What follows belongs to an exercise in optimizing a design on an open flow for small area; a production flow would make more cautious choices.

## 09-13
## conv_layer
module conv_layer(out, activations, weights, clk, rst);
output reg [255:0] out;
input [63:0] activations;
input [63:0] weights;
input clk, rst;
reg [63:0] w_r;
reg [7:0] one [0:3];   
reg [7:0] two [0:3];   
reg [7:0] neg [0:3];   
reg [6:0] c;
reg s1, s2, v;
reg [23:0] acc [0:15];
reg [0:0] cr [0:15];
reg [15:0] sh [0:15];
wire first = (c == 7'd0) | s2;    
wire ld_sh = (c == 7'd0);         
wire ld_out = (c == 7'd6) & v;     
wire [23:0] kinit = s2 ? 24'd7929856 : 24'd2359296;
always @(posedge clk) begin
  w_r <= weights;
  s2 <= s1;
  if (!rst) begin
    c <= 7'd0;
    s1 <= 1'b1;
    v <= 1'b0;
  end else begin
    c <= (c == 7'd107) ? 7'd0 : c + 7'd1;
    s1 <= 1'b0;
    if (c == 7'd107) v <= 1'b1;
  end
end
wire [7:0] nz [0:3];
wire [7:0] negn [0:3];
genvar p, j, i;
generate
for (p = 0; p < 4; p = p + 1) begin : enc
  wire [16:0] ax = {activations[16*p +: 16], 1'b0};
  for (j = 0; j < 8; j = j + 1) begin : dig
    always @(posedge clk) begin
      one[p][j] <= ax[2*j+1] ^ ax[2*j];
      two[p][j] <= (ax[2*j+2] & ~ax[2*j+1] & ~ax[2*j]) | (~ax[2*j+2] & ax[2*j+1] & ax[2*j]);
      neg[p][j] <= ax[2*j+2];
    end
    assign nz[p][j] = one[p][j] | two[p][j];
    assign negn[p][j] = ~neg[p][j];
  end
end
for (i = 0; i < 16; i = i + 1) begin : lane
  localparam integer F = i / 4, P = i % 4;
  wire [15:0] w = w_r[16*F +: 16];
  wire [23:0] accfb = first ? kinit : acc[i];
  wire [0:0] crfb = first ? 1'd0 : cr[i];
  wire [23:0] sum;
  wire [0:0] cout;
  wire p1;
  wire q2;
  wire p3;
  wire q4;
  wire p5;
  wire q6;
  wire p7;
  wire q8;
  wire p9;
  wire q10;
  wire p11;
  wire q12;
  wire p13;
  wire q14;
  wire p15;
  wire q16;
  wire p17;
  wire q18;
  wire p19;
  wire q20;
  wire p21;
  wire q22;
  wire p23;
  wire q24;
  wire p25;
  wire q26;
  wire p27;
  wire q28;
  wire p29;
  wire q30;
  wire p31;
  wire q32;
  wire p33;
  wire q34;
  wire p35;
  wire q36;
  wire p37;
  wire q38;
  wire p39;
  wire q40;
  wire p41;
  wire q42;
  wire p43;
  wire q44;
  wire p45;
  wire q46;
  wire p47;
  wire q48;
  wire p49;
  wire q50;
  wire p51;
  wire q52;
  wire p53;
  wire q54;
  wire p55;
  wire q56;
  wire p57;
  wire q58;
  wire p59;
  wire q60;
  wire p61;
  wire q62;
  wire p63;
  wire q64;
  wire p65;
  wire q66;
  ...
clock: 7.0 ns
lec_check: 0
cap_margin: 10
core_margin: 2
core_utilization: 70
cts_buf_list: sky130_fd_sc_hd__clkbuf_4 sky130_fd_sc_hd__clkbuf_8
cts_cluster_diameter: 60
cts_cluster_size: 12
slew_margin: 10
synth_hierarchical: 1
synth_minimum_keep_size: 0
standard.sh (not shown) runs the stock make flow with config.mk's settings and CLKGATE_MAP_FILE= SYNTH_SCRIPT=/design/flow/synth_recipe.tcl, a recipe that flattens the netlist after the stock synthesis.
==> flow/flow/run.sh <==
#!/bin/bash
# Own layout flow: the standard layout (standard.sh: ORFS synthesis through finish),
# with the smallest buffer (buf_1) as the buffer on every input and output port.
set -euo pipefail
cd "$(dirname "$0")/.."
export BUFFER_PORTS_ARGS="-buffer_cell sky130_fd_sc_hd__buf_1"
bash standard.sh > flow_standard.log 2>&1
09-13: full flow OK, the timing, design-rule and antenna checks passed
Input-level comparison between 12-02 and 09-13:
# 09-13
export LEC_CHECK = 0
export CAP_MARGIN = 10
export CORE_MARGIN = 2
export CORE_UTILIZATION = 70
export CTS_BUF_LIST = sky130_fd_sc_hd__clkbuf_4 sky130_fd_sc_hd__clkbuf_8
export CTS_CLUSTER_DIAMETER = 60
export CTS_CLUSTER_SIZE = 12
export SLEW_MARGIN = 10
export SYNTH_HIERARCHICAL = 1
export SYNTH_MINIMUM_KEEP_SIZE = 0
create_clock -name core_clock -period 7.0 [get_ports {clk}]
# 12-02
export LEC_CHECK = 0
export CAP_MARGIN = 10
export CORE_MARGIN = 2
export CORE_UTILIZATION = 65
export CTS_BUF_LIST = sky130_fd_sc_hd__clkbuf_8 sky130_fd_sc_hd__clkbuf_16
export CTS_CLUSTER_DIAMETER = 100
export CTS_CLUSTER_SIZE = 20
export SLEW_MARGIN = 10
export SYNTH_HIERARCHICAL = 1
export SYNTH_MINIMUM_KEEP_SIZE = 0
create_clock -name core_clock -period 7.0 [get_ports {clk}]
## What came out
- 12-02 completed every stage of the flow, and the final layout passed the timing, design-rule and antenna checks.
- Multi-input gate share of the layout cell area, 12-02 and 09-13: larger value in 12-02
- Cell area | 12-02 vs 09-13 | 12-02 smaller
- On clock transition at the registers of the reported paths, 12-02 and 09-13 are neck and neck.
- In terms of non-clock buffering overhead in the final layout, 09-13 and 12-02 differ only marginally.
- 12-02 ended up with acc[13][23] as its capture point of the critical path; 09-13 ended up with acc[9][23].
No functional check of the RTL was part of any run of this note.

## what the ideal ports hide
The results above use ideal ports. As a check the final layouts listed here were re-extracted and re-timed, cells and wires unchanged. Step 1 sets driving cells, clkbuf_16 on the clock port and buf_2 on the other inputs (assumed; they add their load-dependent delay and slew). Step 2 times the ports against the registers' clock, not the clock port: input delays grow and output delays shrink by t, the midpoint of the rising clock arrivals with the driver on. Slacks: no drivers / after step 1 / after step 2; pairs: no drivers / after step 1.
run | shift t [ns] | setup WS [ns] | worst register clock-pin slew, ns
09-13 | 1.017 | 0.129 / 0.129 / 0.129 | 0.10 / 0.10
12-02 | 0.847 | 0.176 / 0.176 / 0.176 | 0.10 / 0.10
After both steps every run listed still meets setup and hold.
